From an optimization exercise on the open Yosys and OpenROAD flow, aimed at small area and a short achievable clock period; shortcuts taken in it are not production practice. At most, simulation tests tie the RTL to the original design; equivalence was not proved. Power is estimated from default activity; no workload was simulated.

==> flow/design.v <==
`timescale 1ns / 1ps
module RISCuva0 ( clk, reset,
                  progAddress, progData, progReset,
                  dataIn, dataOut,
                  portAddress, portRead, portWrite,
                  intReq, intAck );
    input        clk, reset;
    output [9:0] progAddress;
    input [13:0] progData;
    output       progReset;
    input  [7:0] dataIn;
    output [7:0] dataOut;
    output [7:0] portAddress;
    output       portRead;
    output       portWrite;
    input        intReq;
    output       intAck;
    wire [1:0] opA = progData[13:12];
    wire [1:0] opB = progData[11:10];
    wire [1:0] opC = progData[9:8];
    wire [3:0] rM  = progData[7:4];
    wire [3:0] rN  = progData[3:0];
    wire [9:0] immAddr = progData[9:0];
    wire [7:0] immData = progData[11:4];
    wire MISC = (opA == 2'b00);
    wire JP   = (opA == 2'b01);
    wire LOAD = (opA == 2'b10);
    wire ALU  = (opA == 2'b11);
    wire rets    = MISC & (opB == 2'b10);
    wire onRet   = rets & ~opC[1];               
    wire isRETI  = rets & (opC == 2'b01);
    wire isDI    = rets & (opC == 2'b10);
    wire isEI    = rets & (opC == 2'b11);
    wire isCALL  = MISC & (opB == 2'b00);
    wire writeRF = opA[1];                       
    logic [7:0]  rf [0:15];
    logic [11:0] stackMem [0:15];
    logic [3:0]  SP;
    logic [9:0]  PC;
    logic [7:0]  nextPort;
    logic        zeroFlag, carryFlag;
    logic        userEI, intAckR, callingIRQ;
    wire [15:0] selN = 16'd1 << rN;
    wire [15:0] selM = 16'd1 << rM;
    wire [7:0] busN, busM;
    RISCuva0_read16 readN (.sel(selN), .d0(rf[0]), .d1(rf[1]), .d2(rf[2]), .d3(rf[3]),
        .d4(rf[4]), .d5(rf[5]), .d6(rf[6]), .d7(rf[7]), .d8(rf[8]), .d9(rf[9]),
        .d10(rf[10]), .d11(rf[11]), .d12(rf[12]), .d13(rf[13]), .d14(rf[14]), .d15(rf[15]), .q(busN));
    RISCuva0_read16 readM (.sel(selM), .d0(rf[0]), .d1(rf[1]), .d2(rf[2]), .d3(rf[3]),
        .d4(rf[4]), .d5(rf[5]), .d6(rf[6]), .d7(rf[7]), .d8(rf[8]), .d9(rf[9]),
        .d10(rf[10]), .d11(rf[11]), .d12(rf[12]), .d13(rf[13]), .d14(rf[14]), .d15(rf[15]), .q(busM));
    assign portRead  = ALU & (opB == 2'b11);
    assign portWrite = MISC & (opB == 2'b11);
    assign dataOut   = busN;
    assign portAddress = (opC == 2'b00) ? busM :
                         (opC == 2'b01) ? nextPort : {3'b111, progData[8:4]};
    assign intAck = intAckR;
    logic [7:0] logicALU;
    logic       logicCarry;
    always_comb
        case (opC)
            2'b00: begin logicALU = busM;           logicCarry = carryFlag; end
            2'b01: begin logicALU = busN ~^ busM;   logicCarry = carryFlag; end
            2'b10: begin logicALU = busN | busM;    logicCarry = 1'b0;      end
            default: begin logicALU = busN & busM;  logicCarry = 1'b1;      end
        endcase
    wire       isSub = opC[1];
    wire [7:0] altM  = isSub ? ~busM : busM;
    wire       cin   = opC[0] ? (isSub ? ~carryFlag : carryFlag) : isSub;
    wire [7:0] hx = busN ^ altM;
    wire [7:0] ho = busN | altM;
    wire [7:0] g0 = busN & altM;
    wire [7:0] p0 = hx;
    wire [7:0] g1, p1, g2, p2, g3, p3;
    assign g1[0] = g0[0];              assign p1[0] = p0[0];
    assign g1[7:1] = g0[7:1] | (p0[7:1] & g0[6:0]);
    assign p1[7:1] = p0[7:1] & p0[6:0];
    assign g2[1:0] = g1[1:0];          assign p2[1:0] = p1[1:0];
    assign g2[7:2] = g1[7:2] | (p1[7:2] & g1[5:0]);
    assign p2[7:2] = p1[7:2] & p1[5:0];
    assign g3[3:0] = g2[3:0];          assign p3[3:0] = p2[3:0];
    assign g3[7:4] = g2[7:4] | (p2[7:4] & g2[3:0]);
    assign p3[7:4] = p2[7:4] & p2[3:0];
    wire [8:1] c = g3 | (p3 & {8{cin}});
    wire [7:0] arithALU   = hx ^ {c[7:1], cin};
    wire       arithCarry = isSub ? ~c[8] : c[8];
    wire       arithZero = ~(hx[0] ^ cin) & ((hx[7:1] ^ ho[6:0]) == 7'b0);
    logic [7:0] shiftALU;
    logic       shiftCarry;
    always_comb
        case (opC)
            2'b00: {shiftALU, shiftCarry} = {busN[7], busN};
            2'b01: {shiftALU, shiftCarry} = {carryFlag, busN};
            2'b10: {shiftALU, shiftCarry} = {busN[0], busN};
            default: {shiftALU, shiftCarry} = {busN[6:0], busN[7], busN[7]};
        endcase
    logic [7:0] otherRes;
    always_comb
        case ({opA[0], opB})
            3'b100:  otherRes = logicALU;
            3'b110:  otherRes = shiftALU;
            3'b111:  otherRes = dataIn;
            default: otherRes = immData;
        endcase
    wire       isArith  = opA[0] & (opB == 2'b01);
    wire [7:0] dataBus  = isArith ? arithALU  : otherRes;
    wire       dataZero = isArith ? arithZero : (otherRes == 8'h00);
    always @(posedge clk)
        for (int i = 0; i < 16; i++)
            if (reset && i < 2)
                rf[i] <= (i == 1) ? 8'd1 : 8'd0;
            else if (~reset && writeRF && rN == i)
                rf[i] <= dataBus;
    always @(posedge clk)
        if (reset)
            nextPort <= 8'd0;
        else if (portRead | portWrite)
            nextPort <= portAddress + 8'd1;
    wire mayIRQ   = ~(rets | portWrite | portRead);
    wire validIRQ = intReq & ~intAckR & userEI & mayIRQ;
    always @(posedge clk) begin
        if (reset)     userEI <= 1'b0;
        else if (isDI) userEI <= 1'b0;
        else if (isEI) userEI <= 1'b1;
        if (reset)         intAckR <= 1'b0;
        else if (validIRQ) intAckR <= 1'b1;
        else if (isRETI)   intAckR <= 1'b0;
        if (reset) callingIRQ <= 1'b0;
        else       callingIRQ <= validIRQ;
    end
    wire [3:0]  SPp1     = SP + 4'd1;
    wire [11:0] stackTop;
    RISCuva0_mux16 #(12) muxS (.sel(SP), .d0(stackMem[0]), .d1(stackMem[1]), .d2(stackMem[2]),
        .d3(stackMem[3]), .d4(stackMem[4]), .d5(stackMem[5]), .d6(stackMem[6]), .d7(stackMem[7]),
        .d8(stackMem[8]), .d9(stackMem[9]), .d10(stackMem[10]), .d11(stackMem[11]),
        .d12(stackMem[12]), .d13(stackMem[13]), .d14(stackMem[14]), .d15(stackMem[15]), .q(stackTop));
    always @(posedge clk)
        if (isRETI)
            {carryFlag, zeroFlag} <= stackTop[11:10];
        else begin
            if (writeRF)
                zeroFlag <= dataZero;
            if (ALU & (opB != 2'b11))
                carryFlag <= (opB == 2'b00) ? logicCarry :
                             (opB == 2'b10) ? shiftCarry : arithCarry;
        end
    logic validFlag;
    always_comb
        case (opB)
            2'b00: validFlag =  zeroFlag;
            2'b01: validFlag = ~zeroFlag;
            2'b10: validFlag =  carryFlag;
            default: validFlag = ~carryFlag;
        endcase
    wire       onJump = (MISC & ~opB[1]) | (JP & validFlag);
    wire [9:0] incrPC = callingIRQ ? PC : PC + 10'd1;
    wire [9:0] nextPC = onJump ? {immAddr[9:1], immAddr[0] | callingIRQ} :
                        onRet  ? stackTop[9:0] : incrPC;
    always @(posedge clk)
        if (reset) PC <= 10'd0;
        else       PC <= nextPC;
    assign progAddress = nextPC;
    assign progReset   = reset | validIRQ;
    always @(posedge clk)
        if (reset)       SP <= 4'd15;
        else if (isCALL) SP <= SPp1;
        else if (onRet)  SP <= SP - 4'd1;
    always @(posedge clk)
        if (isCALL)
            stackMem[SPp1] <= {carryFlag, zeroFlag, incrPC};
endmodule
module RISCuva0_mux16 #(parameter W = 8) (
    input  [3:0]   sel,
    input  [W-1:0] d0, d1, d2, d3, d4, d5, d6, d7, d8, d9, d10, d11, d12, d13, d14, d15,
    output [W-1:0] q);
    wire [W-1:0] a = sel[1] ? (sel[0] ? d3  : d2)  : (sel[0] ? d1  : d0);
    wire [W-1:0] b = sel[1] ? (sel[0] ? d7  : d6)  : (sel[0] ? d5  : d4);
    wire [W-1:0] c = sel[1] ? (sel[0] ? d11 : d10) : (sel[0] ? d9  : d8);
    wire [W-1:0] d = sel[1] ? (sel[0] ? d15 : d14) : (sel[0] ? d13 : d12);
    assign q = sel[3] ? (sel[2] ? d : c) : (sel[2] ? b : a);
endmodule
module RISCuva0_read16 (
    input  [15:0] sel,
    input  [7:0]  d0, d1, d2, d3, d4, d5, d6, d7, d8, d9, d10, d11, d12, d13, d14, d15,
    output [7:0]  q);
    assign q = ({8{sel[0]}}  & d0)  | ({8{sel[1]}}  & d1)  | ({8{sel[2]}}  & d2)  | ({8{sel[3]}}  & d3)
             | ({8{sel[4]}}  & d4)  | ({8{sel[5]}}  & d5)  | ({8{sel[6]}}  & d6)  | ({8{sel[7]}}  & d7)
             | ({8{sel[8]}}  & d8)  | ({8{sel[9]}}  & d9)  | ({8{sel[10]}} & d10) | ({8{sel[11]}} & d11)
             | ({8{sel[12]}} & d12) | ({8{sel[13]}} & d13) | ({8{sel[14]}} & d14) | ({8{sel[15]}} & d15);
endmodule
Settings: LEC_CHECK=0, CAP_MARGIN=20, CORE_MARGIN=2, CORE_UTILIZATION=50, CTS_BUF_LIST=sky130_fd_sc_hd__clkbuf_8, CTS_CLUSTER_DIAMETER=50, CTS_CLUSTER_SIZE=16, SETUP_SLACK_MARGIN=2.5, SLEW_MARGIN=20, SYNTH_HIERARCHICAL=1, SYNTH_MINIMUM_KEEP_SIZE=0; clock period 7.0 ns.
standard.sh (not shown) runs the stock make flow with config.mk's settings and CLKGATE_MAP_FILE= SYNTH_SCRIPT=/design/flow/synth_recipe.tcl, a recipe that flattens the netlist after the stock synthesis.
==> flow/flow/run.sh <==
#!/bin/bash
# The standard layout, with plain buf_2 cells as the port buffers instead of
# the delay cells that buffer_ports picks by default. Each tool's output is
# in standard.log and orfs/logs/.
set -euo pipefail
bash standard.sh "BUFFER_PORTS_ARGS=-buffer_cell sky130_fd_sc_hd__buf_2" finish > standard.log 2>&1
==> next run, changes <==
--- a/flow/design.v
+++ b/flow/design.v
@@ -36,9 +36,9 @@
     logic [7:0]  rf [0:15];
     logic [11:0] stackMem [0:15];
     logic [3:0]  SP;
     logic [9:0]  PC;
-    logic [7:0]  nextPort;
+    logic [7:0]  lastPort;      
     logic        zeroFlag, carryFlag;
     logic        userEI, intAckR, callingIRQ;
     wire [15:0] selN = 16'd1 << rN;
     wire [15:0] selM = 16'd1 << rM;
@@ -51,8 +51,9 @@
         .d10(rf[10]), .d11(rf[11]), .d12(rf[12]), .d13(rf[13]), .d14(rf[14]), .d15(rf[15]), .q(busM));
     assign portRead  = ALU & (opB == 2'b11);
     assign portWrite = MISC & (opB == 2'b11);
     assign dataOut   = busN;
+    wire [7:0] nextPort = lastPort + 8'd1;
     assign portAddress = (opC == 2'b00) ? busM :
                          (opC == 2'b01) ? nextPort : {3'b111, progData[8:4]};
     assign intAck = intAckR;
     logic [7:0] logicALU;
@@ -112,11 +113,11 @@
             else if (~reset && writeRF && rN == i)
                 rf[i] <= dataBus;
     always @(posedge clk)
         if (reset)
-            nextPort <= 8'd0;
+            lastPort <= 8'hFF;
         else if (portRead | portWrite)
-            nextPort <= portAddress + 8'd1;
+            lastPort <= portAddress;
     wire mayIRQ   = ~(rets | portWrite | portRead);
     wire validIRQ = intReq & ~intAckR & userEI & mayIRQ;
     always @(posedge clk) begin
         if (reset)     userEI <= 1'b0;
@@ -129,9 +130,10 @@
         else       callingIRQ <= validIRQ;
     end
     wire [3:0]  SPp1     = SP + 4'd1;
     wire [11:0] stackTop;
-    RISCuva0_mux16 #(12) muxS (.sel(SP), .d0(stackMem[0]), .d1(stackMem[1]), .d2(stackMem[2]),
+    wire [15:0] selS = 16'd1 << SP;
+    RISCuva0_read16 #(12) readS (.sel(selS), .d0(stackMem[0]), .d1(stackMem[1]), .d2(stackMem[2]),
         .d3(stackMem[3]), .d4(stackMem[4]), .d5(stackMem[5]), .d6(stackMem[6]), .d7(stackMem[7]),
         .d8(stackMem[8]), .d9(stackMem[9]), .d10(stackMem[10]), .d11(stackMem[11]),
         .d12(stackMem[12]), .d13(stackMem[13]), .d14(stackMem[14]), .d15(stackMem[15]), .q(stackTop));
     always @(posedge clk)
@@ -168,23 +170,13 @@
     always @(posedge clk)
         if (isCALL)
             stackMem[SPp1] <= {carryFlag, zeroFlag, incrPC};
 endmodule
-module RISCuva0_mux16 #(parameter W = 8) (
-    input  [3:0]   sel,
+module RISCuva0_read16 #(parameter W = 8) (
+    input  [15:0]  sel,
     input  [W-1:0] d0, d1, d2, d3, d4, d5, d6, d7, d8, d9, d10, d11, d12, d13, d14, d15,
     output [W-1:0] q);
-    wire [W-1:0] a = sel[1] ? (sel[0] ? d3  : d2)  : (sel[0] ? d1  : d0);
-    wire [W-1:0] b = sel[1] ? (sel[0] ? d7  : d6)  : (sel[0] ? d5  : d4);
-    wire [W-1:0] c = sel[1] ? (sel[0] ? d11 : d10) : (sel[0] ? d9  : d8);
-    wire [W-1:0] d = sel[1] ? (sel[0] ? d15 : d14) : (sel[0] ? d13 : d12);
-    assign q = sel[3] ? (sel[2] ? d : c) : (sel[2] ? b : a);
+    assign q = ({W{sel[0]}}  & d0)  | ({W{sel[1]}}  & d1)  | ({W{sel[2]}}  & d2)  | ({W{sel[3]}}  & d3)
+             | ({W{sel[4]}}  & d4)  | ({W{sel[5]}}  & d5)  | ({W{sel[6]}}  & d6)  | ({W{sel[7]}}  & d7)
+             | ({W{sel[8]}}  & d8)  | ({W{sel[9]}}  & d9)  | ({W{sel[10]}} & d10) | ({W{sel[11]}} & d11)
+             | ({W{sel[12]}} & d12) | ({W{sel[13]}} & d13) | ({W{sel[14]}} & d14) | ({W{sel[15]}} & d15);
 endmodule
-module RISCuva0_read16 (
-    input  [15:0] sel,
-    input  [7:0]  d0, d1, d2, d3, d4, d5, d6, d7, d8, d9, d10, d11, d12, d13, d14, d15,
-    output [7:0]  q);
-    assign q = ({8{sel[0]}}  & d0)  | ({8{sel[1]}}  & d1)  | ({8{sel[2]}}  & d2)  | ({8{sel[3]}}  & d3)
-             | ({8{sel[4]}}  & d4)  | ({8{sel[5]}}  & d5)  | ({8{sel[6]}}  & d6)  | ({8{sel[7]}}  & d7)
-             | ({8{sel[8]}}  & d8)  | ({8{sel[9]}}  & d9)  | ({8{sel[10]}} & d10) | ({8{sel[11]}} & d11)
-             | ({8{sel[12]}} & d12) | ({8{sel[13]}} & d13) | ({8{sel[14]}} & d14) | ({8{sel[15]}} & d15);
-endmodule
Outcome: Sequential power barely changes; wire length goes up by a few percent; worst setup slack degrades by 130 ps; total power stays flat; final area falls slightly; core utilization is lower by 0.39 points.
No functional check of the RTL was part of the second run of this note.

separate check: timing with driven ports:
The flow's constraints put no driver on any port. The routed layouts listed below were extracted and timed again, unchanged, in two steps. Step 1 sets driving cells, clkbuf_16 on the clock port and buf_2 on the other inputs (assumed; they add their load-dependent delay and slew). Step 2 times the ports against the registers' clock, not the clock port: input delays grow and output delays shrink by t, the midpoint of the rising clock arrivals with the driver on. a / b / c = ideal / step 1 / step 2; a / b = the first two.
run | t, ns | setup slack, ns | hold WS [ns] | slew at the worst register clock pin (ns)
the first run | 0.605 | 2.499 / 2.427 / 1.941 | 0.471 / 0.471 / 0.471 | 0.10 / 0.10
the second run | 0.609 | 2.373 / 2.254 / 1.846 | 0.459 / 0.459 / 0.459 | 0.10 / 0.10
After both steps every run listed still meets setup and hold. The setup slack of the first run, which loses most, moves by -0.072 ns with the drivers and by -0.558 ns with both steps.
